Context: an optimization exercise on an open-source flow, tuned for a short achievable clock period and few clock cycles. The choices shown serve that exercise and are no tape-out recipe. Only simulation tests tie the RTL to the original design; equivalence was not proved. Power and IR drop assume default switching activity.

`config.mk`:
```
export PLATFORM = sky130hd
export DESIGN_NAME = MIPScore
export DESIGN_NICKNAME = MIPScore
export VERILOG_FILES = /design/flow/design.v
export SDC_FILE = /design/flow/constraint.sdc
export NUM_CORES = 4
export LEC_CHECK = 0
export CAP_MARGIN = 20
export CORE_MARGIN = 2
export CORE_UTILIZATION = 45
export SLEW_MARGIN = 20
```
`constraint.sdc`:
```
create_clock -name core_clock -period 14.0 [get_ports {clk}]
set_input_delay 2.8000 -clock core_clock [delete_from_list [all_inputs] [get_ports {clk}]]
set_output_delay 2.8000 -clock core_clock [all_outputs]
set_load 0.01 [all_outputs]
```
`design.v`:
```
module MIPScore(
	input clk,
	input reset,
	output [31:0] pc,
	input  [31:0] instr,
	output        memwrite,
	output [31:0] aluout, writedata,
	input  [31:0] readdata
);
	function [31:0] onehot(input [4:0] r);
		onehot = 32'b1 << r;
	endfunction
	reg  [31:0] pcF;
	reg  [31:0] ras;           
	reg         vD;
	reg  [31:0] irD;
	reg  [31:0] pcD4;          
	reg  [31:0] jrpD;          
	reg  [31:0] rsohD, rtohD;  
	reg  [4:0]  wdD;           
	reg         dR, dAdd, dSub, dAnd, dOr, dSltu, dLui, dOri, dJal;
	reg         dMfhi, dMflo, dMult, dLw, dSw, dBeq, dBeqSame, dJr;
	reg         ldhazD;        
	reg         vE;
	reg  [31:0] A, B, Bop;     
	reg  [31:0] pcE4, btgtE, jrpE;
	reg  [4:0]  wdE;
	reg         eAdd, eSub, eAnd, eOr, eSltu, eLui, eJal;
	reg         eMfhi, eMflo, eMult, eLw, eSw, eBeq, eJr;
	reg  [4:0]  rsE, rtE;
	reg         mw;            
	reg         ldM;           
	reg  [4:0]  wdM;           
	reg  [31:0] resM, addrM, wdataM;
	reg  [31:0] hi, lo;
	reg  [31:0] opA, opB;
	reg         mv1, mv2;      
	wire [63:0] prod;
	Multiplier mul(clk, opA, opB, prod);
	reg  [31:0] rf [1:31];
	wire [31:0] sum  = A + Bop;
	wire [32:0] diff = {1'b0, A} - {1'b0, Bop};
	wire        eq   = A == B;
	wire [31:0] resE = ({32{eAdd}}  & sum)
	                 | ({32{eSub}}  & diff[31:0])
	                 | ({32{eAnd}}  & (A & Bop))
	                 | ({32{eOr}}   & (A | Bop))
	                 | ({32{eSltu}} & {31'b0, diff[32]})
	                 | ({32{eLui}}  & Bop)
	                 | ({32{eJal}}  & pcE4)
	                 | ({32{eMfhi}} & hi)
	                 | ({32{eMflo}} & lo);
	wire        redirBeq = vE & eBeq & eq;
	wire        redirJr  = vE & eJr & (A != jrpE);
	wire        redirE   = redirBeq | redirJr;
	wire [31:0] tgtE     = eBeq ? btgtE : A;
	wire [4:0]  rsD = irD[25:21];
	wire [4:0]  rtD = irD[20:16];
	reg  [31:0] rfA, rfB;
	integer k;
	always @* begin
		rfA = 32'b0; rfB = 32'b0;
		for (k = 1; k < 32; k = k + 1) begin
			rfA = rfA | (rf[k] & {32{rsohD[k]}});
			rfB = rfB | (rf[k] & {32{rtohD[k]}});
		end
	end
	wire        eWr  = vE & (wdE != 5'd0) & ~eLw;    
	wire [31:0] mval = ldM ? readdata : resM;         
	wire        fEA  = eWr & (wdE == rsD);
	wire        fEB  = eWr & (wdE == rtD);
	wire        fMA  = (wdM != 5'd0) & (wdM == rsD);
	wire        fMB  = (wdM != 5'd0) & (wdM == rtD);
	wire [31:0] Ad   = fEA ? resE : fMA ? mval : rfA;
	wire [31:0] Bd   = fEB ? resE : fMB ? mval : rfB;
	wire [31:0] sextD = {{16{irD[15]}}, irD[15:0]};
	wire [31:0] immD  = dLui ? {irD[15:0], 16'b0} : dOri ? {16'b0, irD[15:0]} : sextD;
	wire [31:0] Bopd  = dR ? Bd : immD;
	wire [31:0] btgtD = pcD4 + {sextD[29:0], 2'b00};
	wire        mfhazD = (dMfhi | dMflo) & ((vE & eMult) | mv1);
	wire        stallD = vD & (ldhazD | mfhazD);
	wire        goD    = vD & ~ldhazD & ~mfhazD;
	wire        eAddW   = eWr & eAdd;                 
	wire        zeroSum = (A ^ Bop) == {A[30:0] | Bop[30:0], 1'b0};
	wire        bopZero = Bop == 32'b0;
	wire        earlyZ  = eAddW & (((rsD == wdE) & (rtD == 5'd0)) | ((rtD == wdE) & (rsD == 5'd0)));
	wire        earlyM  = eAddW & (rsE != wdE) &
	                      (((rsD == wdE) & (rtD == rsE)) | ((rtD == wdE) & (rsD == rsE)));
	wire        earlyD  = dBeq & (earlyZ | earlyM);
	wire        earlyT  = earlyZ ? zeroSum : bopZero;
	wire        redirD  = goD & (dBeqSame | (earlyD & earlyT));
	wire [31:0] pcF4 = pcF + 32'd4;
	wire [5:0]  fop  = instr[31:26];
	wire [5:0]  ffn  = instr[5:0];
	wire [4:0]  frs  = instr[25:21];
	wire [4:0]  frt  = instr[20:16];
	wire [4:0]  frd  = instr[15:11];
	wire        fR    = fop == 6'h00;
	wire        fJ    = ~instr[31] & ~instr[29] & instr[27];               
	wire        fJal  = fJ & instr[26];
	wire        fJr   = ~instr[31] & ~instr[29] & ~instr[28] & ~instr[27] &
	                    ~instr[5] & ~instr[4] & instr[3];
	wire        fAdd  = fR & (ffn == 6'h21);
	wire        fSub  = fR & (ffn == 6'h23);
	wire        fAnd  = fR & (ffn == 6'h24);
	wire        fOr   = fR & (ffn == 6'h25);
	wire        fSltu = fR & (ffn == 6'h2b);
	wire        fMult = fR & (ffn == 6'h19);
	wire        fMfhi = fR & (ffn == 6'h10);
	wire        fMflo = fR & (ffn == 6'h12);
	wire        fLw   = fop == 6'h23;
	wire        fSw   = fop == 6'h2b;
	wire        fLui  = fop == 6'h0f;
	wire        fOri  = fop == 6'h0d;
	wire        fAddi = fop == 6'h09;
	wire        fBeq  = fop == 6'h04;
	wire        fWrR  = fAdd | fSub | fAnd | fOr | fSltu | fMfhi | fMflo;
	wire        fWr   = fWrR | fLw | fLui | fOri | fAddi | fJal;
	wire [4:0]  fwd   = ~fWr ? 5'd0 : fJal ? 5'd31 : fWrR ? frd : frt;
	wire        fUsesRt = fAdd | fSub | fAnd | fOr | fSltu | fMult | fBeq;
	wire        ldNext  = goD & dLw & (wdD != 5'd0);
	wire        fLdhaz  = ldNext & ((frs == wdD) | (fUsesRt & (frt == wdD)));
	wire        ovr    = redirE | redirD | stallD;
	wire [31:0] ovrPc  = redirE ? tgtE : redirD ? btgtD : pcF;
	wire [31:0] pcSeq  = ovr ? ovrPc : pcF4;
	wire [31:0] pcJmp  = ovr ? ovrPc : {pcF4[31:28], instr[25:0], 2'b00};
	wire [31:0] pcRet  = ovr ? ovrPc : ras;
	wire [31:0] pcNext = fJ ? pcJmp : fJr ? pcRet : pcSeq;
	always @(posedge clk) begin
		if (reset)
			pcF <= 32'h00400000;
		else
			pcF <= pcNext;
		if (reset)
			vD  <= 1'b0;
		else if (redirE | redirD)
			vD  <= 1'b0;
		else if (!stallD)
			vD  <= 1'b1;
		if (!stallD && !redirE && !redirD && fJal)
			ras <= pcF4;
		if (!stallD) begin
			irD   <= instr;
			pcD4  <= pcF4;
			jrpD  <= ras;
			rsohD <= onehot(frs) & ~32'b1;
			rtohD <= onehot(frt) & ~32'b1;
			wdD   <= fwd;
			dR    <= fR;
			dAdd  <= fAdd | fAddi | fLw | fSw; dSub <= fSub; dAnd <= fAnd;
			dOr   <= fOr | fOri; dSltu <= fSltu; dLui <= fLui; dOri <= fOri;
			dJal  <= fJal; dMfhi <= fMfhi; dMflo <= fMflo; dMult <= fMult;
			dLw   <= fLw;  dSw <= fSw; dBeq <= fBeq & (frs != frt);
			dBeqSame <= fBeq & (frs == frt); dJr <= fJr;
			ldhazD <= fLdhaz;
		end else begin
			ldhazD <= 1'b0;   
		end
	end
	always @(posedge clk) begin
		if (reset)
			vE <= 1'b0;
		else
			vE <= goD & ~redirE & ~redirD;
		A     <= Ad;
		B     <= Bd;
		Bop   <= Bopd;
		pcE4  <= pcD4;
		btgtE <= btgtD;
		jrpE  <= jrpD;
		wdE   <= wdD;
		rsE   <= rsD;
		rtE   <= rtD;
		eAdd  <= dAdd; eSub <= dSub; eAnd <= dAnd; eOr <= dOr; eSltu <= dSltu;
		eLui  <= dLui; eJal <= dJal; eMfhi <= dMfhi; eMflo <= dMflo;
		eMult <= dMult; eLw <= dLw; eSw <= dSw; eBeq <= dBeq & ~earlyD; eJr <= dJr;
	end
	always @(posedge clk) begin
		if (reset) begin
			mw  <= 1'b0;
			ldM <= 1'b0;
			wdM <= 5'd0;
		end else begin
			mw  <= vE & eSw;
			ldM <= vE & eLw;
			wdM <= vE ? wdE : 5'd0;
		end
		resM   <= resE;
		addrM  <= sum;
		wdataM <= (ldM & (wdM != 5'd0) & (wdM == rtE)) ? readdata : B;
	end
	genvar g;
	generate
		for (g = 1; g < 32; g = g + 1) begin : regs
			always @(posedge clk)
				if (wdM == g)
					rf[g] <= mval;
		end
	endgenerate
	always @(posedge clk) begin
		if (reset) begin
			mv1 <= 1'b0;
			mv2 <= 1'b0;
			hi  <= 32'b0;
			lo  <= 32'b0;
		end else begin
			mv1 <= vE & eMult;
			mv2 <= mv1;
			if (mv2) begin
				hi <= prod[63:32];
				lo <= prod[31:0];
			end
		end
		if (goD & dMult) begin
			opA <= Ad;
			opB <= Bd;
		end
	end
	assign pc        = pcF;
	assign memwrite  = mw;
	assign aluout    = addrM;
	assign writedata = wdataM;
endmodule
module Multiplier(
	input         clk,
	input  [31:0] a, b,
	output [63:0] p
);
	wire [63:0] pp0 = {32'b0, a & {32{b[0]}}} << 0;
	wire [63:0] pp1 = {32'b0, a & {32{b[1]}}} << 1;
	wire [63:0] pp2 = {32'b0, a & {32{b[2]}}} << 2;
	wire [63:0] pp3 = {32'b0, a & {32{b[3]}}} << 3;
	wire [63:0] pp4 = {32'b0, a & {32{b[4]}}} << 4;
	wire [63:0] pp5 = {32'b0, a & {32{b[5]}}} << 5;
	wire [63:0] pp6 = {32'b0, a & {32{b[6]}}} << 6;
	wire [63:0] pp7 = {32'b0, a & {32{b[7]}}} << 7;
	wire [63:0] pp8 = {32'b0, a & {32{b[8]}}} << 8;
	wire [63:0] pp9 = {32'b0, a & {32{b[9]}}} << 9;
	wire [63:0] pp10 = {32'b0, a & {32{b[10]}}} << 10;
	wire [63:0] pp11 = {32'b0, a & {32{b[11]}}} << 11;
	wire [63:0] pp12 = {32'b0, a & {32{b[12]}}} << 12;
	wire [63:0] pp13 = {32'b0, a & {32{b[13]}}} << 13;
	wire [63:0] pp14 = {32'b0, a & {32{b[14]}}} << 14;
	wire [63:0] pp15 = {32'b0, a & {32{b[15]}}} << 15;
	wire [63:0] pp16 = {32'b0, a & {32{b[16]}}} << 16;
	wire [63:0] pp17 = {32'b0, a & {32{b[17]}}} << 17;
	wire [63:0] pp18 = {32'b0, a & {32{b[18]}}} << 18;
	wire [63:0] pp19 = {32'b0, a & {32{b[19]}}} << 19;
	wire [63:0] pp20 = {32'b0, a & {32{b[20]}}} << 20;
	wire [63:0] pp21 = {32'b0, a & {32{b[21]}}} << 21;
	wire [63:0] pp22 = {32'b0, a & {32{b[22]}}} << 22;
	wire [63:0] pp23 = {32'b0, a & {32{b[23]}}} << 23;
	wire [63:0] pp24 = {32'b0, a & {32{b[24]}}} << 24;
	wire [63:0] pp25 = {32'b0, a & {32{b[25]}}} << 25;
	wire [63:0] pp26 = {32'b0, a & {32{b[26]}}} << 26;
	wire [63:0] pp27 = {32'b0, a & {32{b[27]}}} << 27;
	wire [63:0] pp28 = {32'b0, a & {32{b[28]}}} << 28;
	wire [63:0] pp29 = {32'b0, a & {32{b[29]}}} << 29;
	wire [63:0] pp30 = {32'b0, a & {32{b[30]}}} << 30;
	wire [63:0] pp31 = {32'b0, a & {32{b[31]}}} << 31;
	wire [63:0] s0 = pp0 ^ pp1 ^ pp2;
	wire [63:0] c0 = {(pp0[62:0] & pp1[62:0]) | (pp0[62:0] & pp2[62:0]) | (pp1[62:0] & pp2[62:0]), 1'b0};
	wire [63:0] s1 = pp3 ^ pp4 ^ pp5;
	wire [63:0] c1 = {(pp3[62:0] & pp4[62:0]) | (pp3[62:0] & pp5[62:0]) | (pp4[62:0] & pp5[62:0]), 1'b0};
	wire [63:0] s2 = pp6 ^ pp7 ^ pp8;
	wire [63:0] c2 = {(pp6[62:0] & pp7[62:0]) | (pp6[62:0] & pp8[62:0]) | (pp7[62:0] & pp8[62:0]), 1'b0};
	wire [63:0] s3 = pp9 ^ pp10 ^ pp11;
	wire [63:0] c3 = {(pp9[62:0] & pp10[62:0]) | (pp9[62:0] & pp11[62:0]) | (pp10[62:0] & pp11[62:0]), 1'b0};
	wire [63:0] s4 = pp12 ^ pp13 ^ pp14;
	wire [63:0] c4 = {(pp12[62:0] & pp13[62:0]) | (pp12[62:0] & pp14[62:0]) | (pp13[62:0] & pp14[62:0]), 1'b0};
	wire [63:0] s5 = pp15 ^ pp16 ^ pp17;
	wire [63:0] c5 = {(pp15[62:0] & pp16[62:0]) | (pp15[62:0] & pp17[62:0]) | (pp16[62:0] & pp17[62:0]), 1'b0};
	wire [63:0] s6 = pp18 ^ pp19 ^ pp20;
	wire [63:0] c6 = {(pp18[62:0] & pp19[62:0]) | (pp18[62:0] & pp20[62:0]) | (pp19[62:0] & pp20[62:0]), 1'b0};
	wire [63:0] s7 = pp21 ^ pp22 ^ pp23;
	wire [63:0] c7 = {(pp21[62:0] & pp22[62:0]) | (pp21[62:0] & pp23[62:0]) | (pp22[62:0] & pp23[62:0]), 1'b0};
	wire [63:0] s8 = pp24 ^ pp25 ^ pp26;
	wire [63:0] c8 = {(pp24[62:0] & pp25[62:0]) | (pp24[62:0] & pp26[62:0]) | (pp25[62:0] & pp26[62:0]), 1'b0};
	wire [63:0] s9 = pp27 ^ pp28 ^ pp29;
	wire [63:0] c9 = {(pp27[62:0] & pp28[62:0]) | (pp27[62:0] & pp29[62:0]) | (pp28[62:0] & pp29[62:0]), 1'b0};
	wire [63:0] s10 = s0 ^ c0 ^ s1;
	wire [63:0] c10 = {(s0[62:0] & c0[62:0]) | (s0[62:0] & s1[62:0]) | (c0[62:0] & s1[62:0]), 1'b0};
	wire [63:0] s11 = c1 ^ s2 ^ c2;
	wire [63:0] c11 = {(c1[62:0] & s2[62:0]) | (c1[62:0] & c2[62:0]) | (s2[62:0] & c2[62:0]), 1'b0};
	wire [63:0] s12 = s3 ^ c3 ^ s4;
	wire [63:0] c12 = {(s3[62:0] & c3[62:0]) | (s3[62:0] & s4[62:0]) | (c3[62:0] & s4[62:0]), 1'b0};
	wire [63:0] s13 = c4 ^ s5 ^ c5;
	wire [63:0] c13 = {(c4[62:0] & s5[62:0]) | (c4[62:0] & c5[62:0]) | (s5[62:0] & c5[62:0]), 1'b0};
	wire [63:0] s14 = s6 ^ c6 ^ s7;
	wire [63:0] c14 = {(s6[62:0] & c6[62:0]) | (s6[62:0] & s7[62:0]) | (c6[62:0] & s7[62:0]), 1'b0};
	wire [63:0] s15 = c7 ^ s8 ^ c8;
	wire [63:0] c15 = {(c7[62:0] & s8[62:0]) | (c7[62:0] & c8[62:0]) | (s8[62:0] & c8[62:0]), 1'b0};
	wire [63:0] s16 = s9 ^ c9 ^ pp30;
	wire [63:0] c16 = {(s9[62:0] & c9[62:0]) | (s9[62:0] & pp30[62:0]) | (c9[62:0] & pp30[62:0]), 1'b0};
	wire [63:0] s17 = s10 ^ c10 ^ s11;
	wire [63:0] c17 = {(s10[62:0] & c10[62:0]) | (s10[62:0] & s11[62:0]) | (c10[62:0] & s11[62:0]), 1'b0};
	wire [63:0] s18 = c11 ^ s12 ^ c12;
	wire [63:0] c18 = {(c11[62:0] & s12[62:0]) | (c11[62:0] & c12[62:0]) | (s12[62:0] & c12[62:0]), 1'b0};
	wire [63:0] s19 = s13 ^ c13 ^ s14;
	wire [63:0] c19 = {(s13[62:0] & c13[62:0]) | (s13[62:0] & s14[62:0]) | (c13[62:0] & s14[62:0]), 1'b0};
	wire [63:0] s20 = c14 ^ s15 ^ c15;
	wire [63:0] c20 = {(c14[62:0] & s15[62:0]) | (c14[62:0] & c15[62:0]) | (s15[62:0] & c15[62:0]), 1'b0};
	wire [63:0] s21 = s16 ^ c16 ^ pp31;
	wire [63:0] c21 = {(s16[62:0] & c16[62:0]) | (s16[62:0] & pp31[62:0]) | (c16[62:0] & pp31[62:0]), 1'b0};
	wire [63:0] s22 = s17 ^ c17 ^ s18;
	wire [63:0] c22 = {(s17[62:0] & c17[62:0]) | (s17[62:0] & s18[62:0]) | (c17[62:0] & s18[62:0]), 1'b0};
	wire [63:0] s23 = c18 ^ s19 ^ c19;
	wire [63:0] c23 = {(c18[62:0] & s19[62:0]) | (c18[62:0] & c19[62:0]) | (s19[62:0] & c19[62:0]), 1'b0};
	wire [63:0] s24 = s20 ^ c20 ^ s21;
	wire [63:0] c24 = {(s20[62:0] & c20[62:0]) | (s20[62:0] & s21[62:0]) | (c20[62:0] & s21[62:0]), 1'b0};
	reg [63:0] q0;
	reg [63:0] q1;
	reg [63:0] q2;
	reg [63:0] q3;
	reg [63:0] q4;
	reg [63:0] q5;
	reg [63:0] q6;
	always @(posedge clk) begin
		q0 <= s22;
		q1 <= c22;
		q2 <= s23;
		q3 <= c23;
		q4 <= s24;
		q5 <= c24;
		q6 <= c21;
	end
	wire [63:0] s25 = q0 ^ q1 ^ q2;
	wire [63:0] c25 = {(q0[62:0] & q1[62:0]) | (q0[62:0] & q2[62:0]) | (q1[62:0] & q2[62:0]), 1'b0};
	wire [63:0] s26 = q3 ^ q4 ^ q5;
	wire [63:0] c26 = {(q3[62:0] & q4[62:0]) | (q3[62:0] & q5[62:0]) | (q4[62:0] & q5[62:0]), 1'b0};
	wire [63:0] s27 = s25 ^ c25 ^ s26;
	wire [63:0] c27 = {(s25[62:0] & c25[62:0]) | (s25[62:0] & s26[62:0]) | (c25[62:0] & s26[62:0]), 1'b0};
	wire [63:0] s28 = s27 ^ c27 ^ c26;
	wire [63:0] c28 = {(s27[62:0] & c27[62:0]) | (s27[62:0] & c26[62:0]) | (c27[62:0] & c26[62:0]), 1'b0};
	wire [63:0] s29 = s28 ^ c28 ^ q6;
	wire [63:0] c29 = {(s28[62:0] & c28[62:0]) | (s28[62:0] & q6[62:0]) | (c28[62:0] & q6[62:0]), 1'b0};
	reg [63:0] r0;
	reg [63:0] r1;
	always @(posedge clk) begin
		r0 <= s29;
		r1 <= c29;
	end
	assign p = r0 + r1;
endmodule
```
`flow/run.sh`:
```
#!/bin/bash
# Own flow: the standard layout (standard.sh, unchanged synthesis and
# steps), with repair_timing asked to leave a larger setup margin, so that the
# resizer works on the paths that set the achieved period (the design runs far
# faster than the design's clock period, which leaves nothing to repair
# otherwise). Constraints and clock period are the standard flow's own.
set -euo pipefail
export SETUP_SLACK_MARGIN=$(cat flow/margin.txt)
bash standard.sh > standard_flow.log 2>&1
```
`flow/margin.txt`:
```
10.5
```
`standard.sh`:
```
#!/bin/bash
# synth_recipe.tcl (not shown) runs the flow's synth.tcl, then flattens the netlist and writes it again
# the make line also repeats each setting of config.mk as NAME=value (left out here)
make -C /OpenROAD-flow-scripts/flow DESIGN_CONFIG=/design/flow/config.mk WORK_HOME=/design/flow/orfs CLKGATE_MAP_FILE= SYNTH_SCRIPT=/design/flow/synth_recipe.tcl "${@:-finish}"
```
==> results of run 1 <==
## synthesized netlist by cell type, types with 11 or more instances
master and number:
nand2b_1 30, clkbuf_1 492, o211ai_1 58, inv_1 1164, o21bai_1 25, o22ai_1 20
buf_1 47, o21ai_0 175, nor3_1 131, a221o_1 16, a22o_1 276, dfxtp_1 814
xnor2_1 198, a21o_1 52, fa_1 911, a211oi_1 30, xor2_1 98, or3_1 15
o31ai_1 15, and3_1 30, a31oi_1 22, buf_2 24, or2_2 15, and2_1 845
o211a_1 13, mux2_2 82, nor2_1 308, nand4_1 176, o21a_1 19, mux2i_1 105
a22oi_1 432, a21oi_1 212, a222oi_1 67, edfxtp_1 1262, nor2b_1 21, nand3_1 120
ha_1 340, o2111ai_1 15, nor3b_1 11, nor4_1 40, a221oi_1 305, nand2_1 479
## cell families (layout without fill, tap and decap cells)
group	Yosys count	after routing	synth area share, %
buffers and inverters	1736	2152	5.78
other	0	17	0
DFF	2076	2076	47.6
adders and majority gates	1251	1251	19.8
AOI/OAI and AO/OA	1835	1835	12.3
muxes	187	216	1.74
and+or+nand+nor	2266	2268	10.6
xor gates and xnor gates	296	296	2.28
## cell type report
type	count	area, um^2	share of cell area, %
Multi-Input combinational cell	5866	55600	42.3
Timing Repair Buffer	579	5110	3.89
Clock buffer	299	6170	4.70
Inverter	1166	4400	3.35
Tap cell	3348	4190	3.19
Sequential cell	2076	54500	41.5
Clock inverter	108	1280	0.976
Antenna cell	17	42.5	0.0324
## per-layer routing
metal  vias up  routed length [um]
met4        22               43500
met5         -                 134
li1      34410                   -
met3      2005               66000
met2      7206              200000
met1     44139              173000
## worst max-delay path by stage
stage              start       to  slack [ns]  depth (start not counted)
6_report          pcF[0]    pc[0]        9.78                          1
5_1_grt           pcF[0]    pc[0]        9.75                          1
4_1_cts           pcF[0]    pc[0]        9.73                          1
3_5_place_dp   instr[27]  pcF[13]        8.56                         10
3_3_place_gp   instr[27]  pcF[11]        8.57                         10
2_1_floorplan  instr[31]   wdD[0]        9.96                          8
## report_power, final
part	leakage [nW]	total (mW)	internal, mW	switching (mW)
combinational	30.1	1.75	0.644	1.11
sequential	18.9	6.83	6.64	0.188
clock	3.65	6.09	3.48	2.61
## state kept, by name (all words and copies together), names as in the netlist, 35 cells and up
name / cells
mul.q5: 35
mul.q4: 42
mul.q3: 37
mul.q1: 36
mul.r1: 55
mul.q0: 46
rf: 992
mul.r0: 63
mul.q2: 45
## timing repair
item	CTS	global route
cloned	34	3
pin swaps	45	77
setup buffers	92	61
resized for setup	873	233
setup endpoints to repair	430	414
==> summary.txt, run 1 <==
Run status
  – Status: complete, no violations

Final layout
  – Final Cell Area: 131000 um^2
  – Final nets: 11224
  – Most frequent cells in the layout: 1262 x edfxtp_1, 1155 x inv_1, 909 x fa_1, 840 x and2_1, 696 x dfxtp_1
  – Share of post-route cells with drive strength above 1: between 10% and 20%
  – Leading cell type in the layout, fill and taps excluded: edfxtp_1
  – Post-Route Utilization: 52.2%
  – Area Overhead vs Synth: 15.3%
  – Layout Cells excl Fill: 13459
  – Fillers: ~22000

STA
  – Slew Viols, Final: 0
  – Worst hold slack: 0.327 ns
  – Final Skew: 0.0687 ns
  – Fin Setup TNS: 0 ns
  – Worst setup margin: 9.78 ns
  – Final Hold Fails: 0
  – Part of the cycle the worst path needs: slightly above 30%
  – Worst-margin pin slew: 1.30 ns
  – Setup Viol. Count Final: 0
  – Fmax: 237 MHz
  – Tmin final: roughly 4.2 ns
  – RSZ-0062 raised after global routing: yes
  – Worst slew margin: 13.6%

Logic synthesis
  – Top cell type's share of synthesized area: 33.3%
  – EDFF count, synth: 1262
  – Top cells by area, synth: edfxtp_1 33%, fa_1 16%, dfxtp_1 14%
  – Synth warn: 3
  – #FFs+latches synth: 2076
  – Sequential element share of the synthesized area: a little under half
  – Post-synthesis cell type count: 96
  – Leading area contributor after synthesis: edfxtp_1
  – Post-synth net total: 10964
  – Netlist Area Pre-Place: 114000 um^2
  – Syn_area_per_cell: 11.8 um^2
  – Ys flop type: edfxtp_1
  – Post-synth ARST share: 0%
  – Post-Syn Instances: between 9000 and 10000

Critical path
  – Worst reg2reg path startpoint: rtohD[15]
  – R2R setup slack: between 10 and 15 ns
  – CP cell instances: buf_6
  – WP data required: 11.20 ns
  – Worst Path Max Fanout: 2
  – WP buf/inv: 1
  – WP data arrival: 1.42 ns
  – Worst R2R End: Bop[13]
  – Worst path slowest cell: dfxtp_4
  – Type of destination of the critical path: output port
  – Max incr delay on CP: ~0.40 ns
  – Depth of the most critical reg-to-reg path: 9
  – Top delay family on crit path: flip-flops
  – Crit Path Category: reg2out
  – Startpoint Class: flop

Power
  – Leakage: 52.6 nW
  – Tot Pwr: 14.7 mW
  – Pwr/cell area: roughly 110 nW/um^2
  – VDD IR max: ~0.14 mV

Clock network
  – Clock Path Buffers: 3
  – Skew-Pair Late Insertion Delay: between 0.9 and 1 ns
  – CTS root buffer: clkbuf_16
  – Clk sinks: 2076
  – Clk slew on worst S/H paths: 0.06 ns
  – Num CTS Buffers: 218
  – CTS hold repair buffers: 0
  – CTS tree: done
  – Htree depth: 4

GRT
  – Grt met2 use: 53.1%
  – Vias in the first global route: 88353
  – Total track usage: 36.9%
  – GRT overflow: 0
  – GR peak layer: met2
  – Global routing met1 resource utilization: 47.2%
  – Grt met3 use: between 10% and 20%
  – First-pass GRT wire length: 669 mm
  – Initial antenna violation count: 39
  – Largest net degree at the start of global routing: 83

Route
  – # DRC: 0
  – Post-DRT Antenna Nets: 0
  – Vias per inst: 6.52
  – DR vias: 87782
  – Final WL: 483 mm
  – First DRT Iteration DRCs: 15450
  – DRT Pass-1 Iters: 11
  – Routed WL per cell: 35.9 um

Die
  – # rows: roughly 180
  – Die area: 257000 um^2
  – Chip width: roughly 500 um
  – Initial Utilization: 45.3%
  – Die Height: ~500 um
  – Core area: 251000 um^2
  – Ports: 163

Place
  – Placed inst area: about 120000 um^2
  – Hpwl dp: roughly 300 mm
  – Placed cell count: between 10000 and 15000
  – Place WS: 8.56 ns
  – Port bufs: ~160
  – Placer congestion estimate: just over 1

Min path
  – Hold Path Class: reg2reg
  – Hold Crit Endpoint: mul.r0[0]
  – Hold Path Cell Cnt: 0
  – Hold path startpoint: mul.q0[0]

Job
  – Max Cap Viol: 0
Testbench counts, summed over its fixed seeds: cycles 57,080.
==> run 2, diff against run 1 <==
--- a/config.mk
+++ b/config.mk
@@ -9,3 +9,5 @@
 export CORE_MARGIN = 2
 export CORE_UTILIZATION = 45
+export CTS_CLUSTER_DIAMETER = 100
+export CTS_CLUSTER_SIZE = 20
 export SLEW_MARGIN = 20
==> summary.txt, run 2 <==
Power
  – Clock share of power: 31.2% (-10 points)
  – Flop pwr share: 54.8% (+8.2 points)
  – Pwr/cell area: 97.6 nW/um^2 (-13%)
  – Logic gate share of total power: 14.0% (+2.1 points)
  – VDD IR max: 0.112 mV (-21%)
  – Net Sw Power: 3.51 mW (-10%)
  – Sw Ratio: 28.2% (+1.6 points)
  – Internal: 8.94 mW (-17%)
  – Leakage: 50.7 nW (-3.6%)

Die
  – Core area: 251000 um^2 (unchanged)
  – Ports: 163 (unchanged)
  – # rows: 184 (unchanged)
  – Chip width: 507 um (unchanged)
  – Die Height: 507 um (unchanged)
  – Die area: 257000 um^2 (unchanged)
  – Initial Utilization: 45.3% (unchanged)

Min path
  – Hold Path Class: reg2reg
  – Hold Path Cell Cnt: 0 (unchanged)
  – Hold path startpoint: mul.q0[0]

Logic synthesis
  – Top cell type's share of synthesized area: 33.3% (unchanged)
  – Mux contribution to synthesized area: 1.74% (unchanged)
  – Leading area contributor after synthesis: edfxtp_1
  – Post-synthesis cell type count: 96 (unchanged)
  – Netlist Area Pre-Place: 114000 um^2 (unchanged)
  – Post-synthesis simple-gate area fraction: 10.6% (unchanged)
  – Post-synth top cells: 1262 x edfxtp_1, 1164 x inv_1, 911 x fa_1, 845 x and2_1, 814 x dfxtp_1
  – Ys flop type: edfxtp_1
  – Synth Area in Compound Gates: 12.3% (unchanged)
  – Post-Synth XOR/XNOR Area: 2.28% (unchanged)
  – Post-synth ARST share: 0% (unchanged)
  – Largest family of logic cells by synthesized area: adder cells
  – Post-Synth Adder-Cell Area: 19.8% (unchanged)
  – Syn_area_per_cell: 11.8 um^2 (unchanged)
  – Top cells by area, synth: edfxtp_1 33%, fa_1 16%, dfxtp_1 14%
  – Sequential element share of the synthesized area: 47.6% (unchanged)
  – Post-Syn Instances: 9647 (unchanged)
  – Synth warn: 3 (unchanged)
  – Most instantiated library cell after synthesis: edfxtp_1
  – EDFF count, synth: 1262 (unchanged)
  – #FFs+latches synth: 2076 (unchanged)
  – Post-synth net total: 10964 (unchanged)

Critical path
  – Worst reg2reg path startpoint: rsohD[14]
  – Top delay family on crit path: flip-flops
  – WP data required: 11.20 ns (about the same)
  – WP buf/inv: 1 (unchanged)
  – Worst Path Max Fanout: 2 (unchanged)
  – Type of destination of the critical path: output port
  – Critical Path Stages: 1 (unchanged)
  – Critical path startpoint: pcF[0]
  – Worst path slowest cell: dfxtp_4
  – Crit Path Category: reg2out
  – CP cell instances: buf_6
  – Max incr delay on CP: 0.41 ns (about the same)
  – Startpoint Class: flop
  – Depth of the most critical reg-to-reg path: 8 (-1)
  – WP data arrival: 1.40 ns (-0.02 ns)

STA
  – Final Skew: 0.0905 ns (+0.0219 ns)
  – RSZ-0062 raised after global routing: yes
  – Worst slew margin: 16.3% (+2.7 points)
  – Fmax: 238 MHz (+0.63%)
  – Final Hold Fails: 0 (unchanged)
  – Worst-margin pin slew: 1.25 ns (-0.0500 ns)
  – Tmin final: 4.20 ns (-0.0265 ns)
  – Worst hold slack: 0.332 ns (+0.00531 ns)
  – Worst setup margin: 9.80 ns (+0.0265 ns)
  – Setup Viol. Count Final: 0 (unchanged)
  – Fin Setup TNS: 0 ns (unchanged)
  – Slew Viols, Final: 0 (unchanged)
  – Part of the cycle the worst path needs: 30.0% (-0.19 points)

Job
  – Max Cap Viol: 0 (unchanged)

Final layout
  – Multi-input gate area: 55500 um^2 (-0.15%)
  – FF+latch area: 54500 um^2 (about the same)
  – Biggest register: rf
  – Fillers: 22138 (+1.7%)
  – Largest regs: rf x992, mul.r0 x63, mul.r1 x55
  – Max reg flops: 992 (unchanged)
  – Final Cell Area: 127000 um^2 (-2.8%)
  – Area Overhead vs Synth: 12.1%
  – Leading cell type in the layout, fill and taps excluded: edfxtp_1
  – Share of post-route cells with drive strength above 1: 12.5% (-1.8 points)
  – Final nets: 11133 (-0.81%)
  – Most frequent cells in the layout: 1262 x edfxtp_1, 1155 x inv_1, 909 x fa_1, 840 x and2_1, 699 x dfxtp_1

Clock network
  – Skew-Pair Late Insertion Delay: 0.91 ns (about the same)
  – Htree depth: 3 (-1)
  – CTS root buffer: clkbuf_16
  – Num CTS Buffers: 121 (-44%)
  – Clk slew on worst S/H paths: 0.08 ns (+0.02 ns)
  – CTS tree: done
  – Clock Path Buffers: 3 (unchanged)
  – Clk sinks: 2076 (unchanged)

Place
  – Hpwl dp: 301 mm (unchanged)
  – Placed inst area: 120000 um^2 (unchanged)
  – Place WS: 8.56 ns (unchanged)
  – Port bufs: 162 (unchanged)
  – Placer congestion estimate: 1.03 (unchanged)

Route
  – Post-DRT Antenna Nets: 0 (unchanged)
  – DR vias: 87331 (-0.51%)
  – Vias per inst: 6.58 (+0.82%)
  – Final WL: 479 mm (-0.78%)
  – Routed WL per cell: 36.1 um (+0.55%)
  – # DRC: 0 (unchanged)
  – First DRT Iteration DRCs: 15614 (+1.1%)
  – DRT Pass-1 Iters: 10 (-1)

GRT
  – GRT overflow: 0 (unchanged)
  – Vias in the first global route: 87199 (-1.3%)
  – First-pass GRT wire length: 664 mm (-0.73%)
  – Initial antenna violation count: 42 (+7.7%)
  – Total track usage: 36.6% (-0.30 points)
  – Largest net degree at the start of global routing: 83 (unchanged)

Run status
  – Status: complete, no violations
==> run 2: path summary, 6_finish.rpt <==
path                                   to  slack (ns)
worst max-delay path                pc[0]        9.80
worst min-delay path            mul.r0[0]        0.33
worst max register to register    opA[26]       10.26
worst min register to register  mul.r0[0]        0.33
==> run 2: area by class of cell <==
| cell class | count | share of cell area [%] |
|---|---|---|
| Clock buffer | 197 | 2.62 |
| Sequential cell | 2076 | 42.7 |
| Timing Repair Buffer | 585 | 4.11 |
| Inverter | 1166 | 3.46 |
| Multi-Input combinational cell | 5866 | 43.5 |
| Clock inverter | 22 | 0.257 |
| Antenna cell | 21 | 0.0412 |
| Tap cell | 3348 | 3.29 |
==> run 2: per-stage QoR <==
step	std cells	power [mW]	utilization (%)
2_1_floorplan	9647	7.62	-
3_3_place_gp	12837	8.37	47.7
3_5_place_dp	12838	8.36	47.7
4_1_cts	13183	12.3	50.1
5_1_grt	13262	12.7	50.7
6_report	13281	12.4	50.7
==> run 2: logic make-up after synthesis <==
| group | Yosys count |
|---|---|
| simple gates | 2266 |
| xor+xnor | 296 |
| flops | 2076 |
| fa+ha+maj | 1251 |
| buf+inv | 1736 |
| compound gates | 1835 |
| mux | 187 |
==> run 2: power by group through the flow <==
stage / registers (mW) / logic [mW] / clock network [mW]
2_1_floorplan: 6.87 / 0.750 / 0
3_3_place_gp: 6.93 / 1.44 / 0
4_1_cts: 6.80 / 1.56 / 3.89
3_5_place_dp: 6.93 / 1.43 / 0
5_1_grt: 6.82 / 1.79 / 4.09
6_report: 6.82 / 1.75 / 3.88
==> run 2: worst reg2reg max path: cells and delay by family, from the launching register on <==
kind	cells	cell delay [ns]
compound gates	4	0.82
buf+inv	1	0.58
flops	1	0.76
simple gates	3	1.26
==> run 2: layer usage <==
metal | wire length (um) | up-vias | global-route usage, %
met5 | 151 | - | 0
met2 | 199000 | 7326 | 53.3
met1 | 172000 | 43880 | 47.2
met3 | 64600 | 1966 | 11.1
li1 | - | 34135 | -
met4 | 43100 | 24 | 24.4
==> run 2: repair_timing <==
item | 4_1_cts | 5_1_grt
pin swaps | 47 | 79
resized for setup | 886 | 217
gates cloned | 34 | 3
setup endpoints to repair | 441 | 405
hold buffers | 0 | 0
setup buffers | 92 | 68

==> static timing again, ports no longer ideal <==
The flow's constraints put no driver on any port. The routed layouts listed below were extracted and timed again, unchanged, in two steps. Step 1 assumes that a clkbuf_16 drives the clock port and a buf_2 every other input. Step 2 adds t to the input delays and takes it off the output delays; t is the mean of the earliest and latest rising clock arrival at the registers after step 1. Input paths then give back, and output paths get back, about the clock's delay inside the block. a / b / c = ideal ports / drivers / drivers and shift; a / b = the first two.
run | t (ns) | setup slack, ns | worst setup path after step 2
run 1 | 0.991 | 9.776 / 9.666 / 9.499 | input to register
run 2 | 0.958 | 9.803 / 9.714 / 9.538 | input to register
After both steps every run listed still meets setup and hold. For run 1, which loses most, drivers alone change the setup slack by -0.110 ns; drivers and shift together by -0.277 ns.
